This is an optimization exercise on Yosys and OpenROAD, whose aim is small area, a short achievable clock period and few clock cycles, not a production implementation. RTL that was checked went through simulation tests only; none was proved equivalent to the original. The RTL of run 2 was laid out without a check of its function.

==> flow/design.v, too long to show whole: its modules and the start of the top module <==
// module geofence: 1197 lines
// module geofence_aoi: 5 lines
// module geofence_oai: 5 lines
// module geofence_mux: 5 lines
// module geofence_dec: 7 lines
// module geofence_sel3: 5 lines
// module geofence_fa: 6 lines
module geofence (clk, reset, X, Y, valid, is_inside);
  // ...
==> flow/run.sh <==
#!/bin/bash
# synth_recipe.tcl (not shown) runs the flow's synth.tcl, then flattens the netlist and writes it again
# the make line also repeats each setting of config.mk as NAME=value (left out here)
make -C /OpenROAD-flow-scripts/flow DESIGN_CONFIG=/design/flow/config.mk WORK_HOME=/design/flow/orfs CLKGATE_MAP_FILE= SYNTH_SCRIPT=/design/flow/synth_recipe.tcl finish
==> flow/config.mk <==
export PLATFORM = sky130hd
export DESIGN_NAME = geofence
export DESIGN_NICKNAME = geofence
export VERILOG_FILES = /design/flow/design.v
export SDC_FILE = /design/flow/constraint.sdc
export NUM_CORES = 4
export LEC_CHECK = 0
export CAP_MARGIN = 20
export CORE_MARGIN = 2
export CORE_UTILIZATION = 55
export SETUP_SLACK_MARGIN = 5
export SLEW_MARGIN = 20
export SYNTH_HIERARCHICAL = 1
export SYNTH_MINIMUM_KEEP_SIZE = 0
export TNS_END_PERCENT = 0
==> flow/constraint.sdc <==
create_clock -name core_clock -period 10.0 [get_ports {clk}]
set_input_delay 2.0000 -clock core_clock [delete_from_list [all_inputs] [get_ports {clk}]]
set_output_delay 2.0000 -clock core_clock [all_outputs]
set_load 0.01 [all_outputs]
==> reports/metrics.cfg, run 1 <==
[route]
dr_wl_met2_mm=19.1
wl_per_cell_um=25.0
drtIter0Drc=2871
final_antenna_net_count=0

[cells_and_area]
n_clock_buffer=21
n_all_inverters=110
drive_gt1_frac=0.161
num-multi-input-gates=1059

[synth]
yosysUniqueCellTypes=67
ys_async_sr_fraction=0.0431
syn_area_um2=13800
synth_xor_area_frac=0.0534

[global_routing]
antenna_found_initial=0
grtUsageMet3=0.0754

[timing]
max_slew_margin=0.274
fin_crit_sh=0.534

[setup_path]
slowest_stage=nor2b_1
r2r-start=aym[7]$_DFFE_PP_
r2r_end=bxm[2]$_DFFE_PP_
endpoint=bxm[2]$_DFFE_PP_

[status]
status=no timing/DRC/antenna violations

[placed_design]
place_hpwl_mm=30.4
place_congestion=0.904
dp.cells=1645

[clocking]
clock_path_buffers=2
cts.hold.buffers_added=0

[floorplanning]
die_height_um=163

[hold_path]
hp-class=register to register

Testbench counts, summed over its fixed seeds: cycles 21,600.
==> run 2: changes to the inputs <==
--- a/flow/design.v
+++ b/flow/design.v
@@ -1,24 +1,25 @@
 module geofence (clk, reset, X, Y, valid, is_inside);
 input clk;
 input reset;
 input [9:0] X;
 input [9:0] Y;
 output reg valid;
-output reg is_inside;
+output is_inside;
 reg [3:0] ph;
 reg [9:0] rx, ry;                  
 reg vxs, vys;                      
 reg [9:0] vxm, nvym;               
 reg [11:0] v3xm, nv3ym;            
 reg axs, ays, bxs, bys;            
 reg [9:0] axm, aym, bxm, bym;
 reg deg;                           
 reg ins;                           
+assign is_inside = ins;            
 wire [10:0] dx = {1'b0, X} - {1'b0, rx};
 wire [10:0] dy = {1'b0, Y} - {1'b0, ry};
 wire [9:0] tx = dx[9:0] ^ {10{dx[10]}};
 wire [9:0] ty = dy[9:0] ^ {10{dy[10]}};
 wire [9:0] dxm = tx + {9'd0, dx[10]};
 wire [9:0] dym = ty + {9'd0, dy[10]};
 wire [11:0] d3xm = {2'b00, tx} + {1'b0, tx, 1'b0} + {10'd0, dx[10], dx[10]};
 wire [11:0] d3ym = {2'b00, ty} + {1'b0, ty, 1'b0} + {10'd0, dy[10], dy[10]};
@@ -1186,18 +1187,16 @@
     if (first | new_a) begin
         axs <= vxs; ays <= vys; axm <= vxm; aym <= ~nvym;
     end
     if (first | new_b) begin
         bxs <= vxs; bys <= vys; bxm <= vxm; bym <= ~nvym;
     end
     deg <= first | (deg & ~new_a & ~new_b);
     ins <= ins_nx;
-    if (ph == 4'd7)
-        is_inside <= ins_nx;
 end
 endmodule
 module geofence_aoi (gh, ph, gl, y);
 input gh, ph, gl;
 output y;
 assign y = ~(gh | (ph & gl));
 endmodule
 module geofence_oai (gh, ph, gl, y);
==> reports/metrics.cfg, run 2 <==
[setup_path]
cp_max_fo=11
r2r_slack_ns=4.58
endpoint_kind=register
cp.arrival_ns=5.51
start_kind=register
critical_path_class=register to register
cp_data_required_time_ns=10.10

[cells_and_area]
fillers=2082
syn2layout_area_growth_pct=14.4
final_cell_mix=a222oi_1, fa_1, inv_1, nor2_1, ha_1
multi_input_area_um2=10900
final_util=0.635
design_area_um2=15800
drive_gt1_frac=0.162  ; +0.00139
final_common_cell=a222oi_1
antenna_cells=0
nets=1684
seqCellArea_um2=2980
reg_top3=nv3ym: 12 flops, v3xm: 12 flops

[synth]
synthFlopType=edfxtp_1
ys_async_sr_fraction=0.0435  ; +0.000375
ys_seq_area_frac=0.214
syn_area_um2=13800  ; about the same
netlist.area_leader.share=0.263
synth_seq_cells=115
synthTopCellsByCount=fa_1, a222oi_1, inv_1
syn_area_per_cell_um2=10.6
yosysUniqueCellTypes=66  ; -1.5%
synth.most_common_cell=fa_1
synth.top_cells.by_area=fa_1, edfxtp_1, a222oi_1
yosys_warnings=7
synthCells=1303
synth-edff-count=64
yosys.area.top_type=fa_1
syn-num-nets=1603

[placed_design]
numPortBuffers=23
placed_area_um2=14600
place_congestion=0.920  ; +1.8%
dp_slack_ns=3.86
place_hpwl_mm=31.6  ; +4.0%

[floorplanning]
core_um2=25000
die_w_um=163
die_height_um=163  ; about the same
ios=24
rows=58
floorplan.initialDensity=0.555
dieArea_um2=26500

[route]
vias=12200
dr.pass1.iters=17
drtIter0Drc=2926  ; +1.9%
final_antenna_net_count=0  ; unchanged
remaining_drc_errors=0
wl_per_cell_um=26.5  ; +5.9%
wl_mm=45.8
routed_via_density=7.09

[global_routing]
gr-usage-all-layers=0.354
grt_pass1_wl_mm=70.5
grt_max_degree=24
first_global_vias=12300
grt_overflow=0
antenna_found_initial=0  ; unchanged

[timing]
maxClockFrequency_mhz=185
period_minus_slack_ns=5.42
fin_crit_sh=0.542  ; +0.00761
tightest_slew_ns=0.992
hold_viol_final=0
fin_tns_setup_ns=0
max_slew_margin=0.337  ; +0.0628
skew_ns=0.0117
rsz0062_at_grt=true
setup_viol=0
slew_viol_final=0
fin_ws_ns=4.58

[flow_run]
maxCapViolCount=0

[hold_path]
hp-class=register to register

[clocking]
cts_buffers=17
clock_path_buffers=2  ; unchanged
cts_root_buf=clkbuf_16
cts_num_sinks=115
clk_latency_ns=0.42
htreeDepth=4
cts_tree=yes
path_clk_slew_ns=0.06

[status]
status=no timing/DRC/antenna violations

## run 2: modules after synthesis (local to each module, per instance)
| module | cell area, um^2 | cells inside | flops+latches | times used |
|---|---|---|---|---|
| geofence_sel3 | 10.0 | 1 | 0 | 180 |
| geofence_mux | 15.0 | 1 | 0 | 2 |
| geofence_oai | 5.00 | 1 | 0 | 26 |
| geofence_fa | 20.0 | 1 | 0 | 178 |
| geofence_dec | 22.5 | 3 | 0 | 20 |
| geofence | 7760 | 845 | 115 | 1 |
| geofence_aoi | 8.76 | 1 | 0 | 12 |
## run 2: final cells by class
class	instances	share of cell area
Multi-Input combinational cell	1068	0.687
Sequential cell	115	0.188
Timing Repair Buffer	69	0.0362
Clock buffer	19	0.0293
Inverter	113	0.0268
Tap cell	330	0.0261
Clock inverter	13	0.00703
## run 2: worst max-delay path: stages, from the launching register on
cell,delay [ns]
edfxtp_1,0.43
nor2b_1,0.71
a222oi_1,0.28
fa_1,0.51
fa_1,0.43
fa_1,0.43
fa_1,0.55
o221ai_1,0.27
nor4_2,0.35
buf_4,0.20
nand2_1,0.06
o21ai_1,0.16
mux2_4,0.35
nand2b_4,0.22
nand2_8,0.15
## run 2: worst paths after layout
kind | from | end | cells past startpoint
max | aym[9]$_DFFE_PP_ | bym[4]$_DFFE_PP_ | 14
min | deg$_DFF_P_ | deg$_DFF_P_ | 2
max reg2reg | aym[9]$_DFFE_PP_ | bym[4]$_DFFE_PP_ | 14
min reg2reg | deg$_DFF_P_ | deg$_DFF_P_ | 2
max in group asynchronous | reset | ph[1]$_DFF_PP0_ | 2
min in group asynchronous | reset | valid$_DFF_PP0_ | 2
## run 2: cell families after synthesis
logic type / Yosys count / share of synthesized area
buffers and inverters: 126 / 0.0346
flip-flops: 115 / 0.214
multiplexers: 8 / 0.00669
AO/OA/AOI/OAI: 368 / 0.221
XOR/XNOR: 82 / 0.0530
adder cells (fa/ha/maj): 278 / 0.350
AND/OR/NAND/NOR: 326 / 0.120
## run 2: layer usage
layer / GRT usage / share of wire / up-vias
met4: 0.173 / 0.054 / 0
met3: 0.114 / 0.13 / 217
met2: 0.528 / 0.43 / 914
met5: 0 / 0 / -
met1: 0.468 / 0.38 / 5859
li1: - / - / 5248
## run 2: through the flow
| stage | std cells | hold slack (ns) |
|---|---|---|
| after floorplan | 1303 | 0.434 |
| after global placement | 1658 | 0.465 |
| after detailed placement | 1658 | 0.458 |
| after CTS | 1722 | 0.465 |
| after global routing | 1727 | 0.494 |
| final | 1727 | 0.465 |
## run 2: repair_timing
action | CTS | global route
setup buffers | 26 | 5
pin swaps | 46 | 8
cloned | 6 | 0
hold buffers | 0 | 0
setup endpoints to repair | 60 | 61
resized for setup | 80 | 9

## afterwards: timing with drivers on the ports
How much do the figures lean on ideal ports? The routed layouts below were timed once more, with nothing changed but the port constraints.
Step 1, drivers: a clkbuf_16 drives clk and a buf_2 each remaining input, both assumed.
Step 2 moves the port delays by t, midway between the first and last clock arrival at a register: inputs arrive t later, outputs are due t later. That takes back most of the time a late clock gives input paths.
a / b / c = ideal ports / drivers / drivers and shift; a / b = the first two.
run | shift t [ns] | slack for setup (ns) | latest minus earliest clock arrival (ns)
run 1 | 0.453 | 4.661 / 4.661 / 4.288 | 0.012 / 0.012
run 2 | 0.466 | 4.585 / 4.585 / 4.254 | 0.012 / 0.012
After both steps setup and hold are still met in every run listed. For run 1, which loses most, drivers alone change the setup slack by 0.000 ns; drivers and shift together by -0.373 ns.
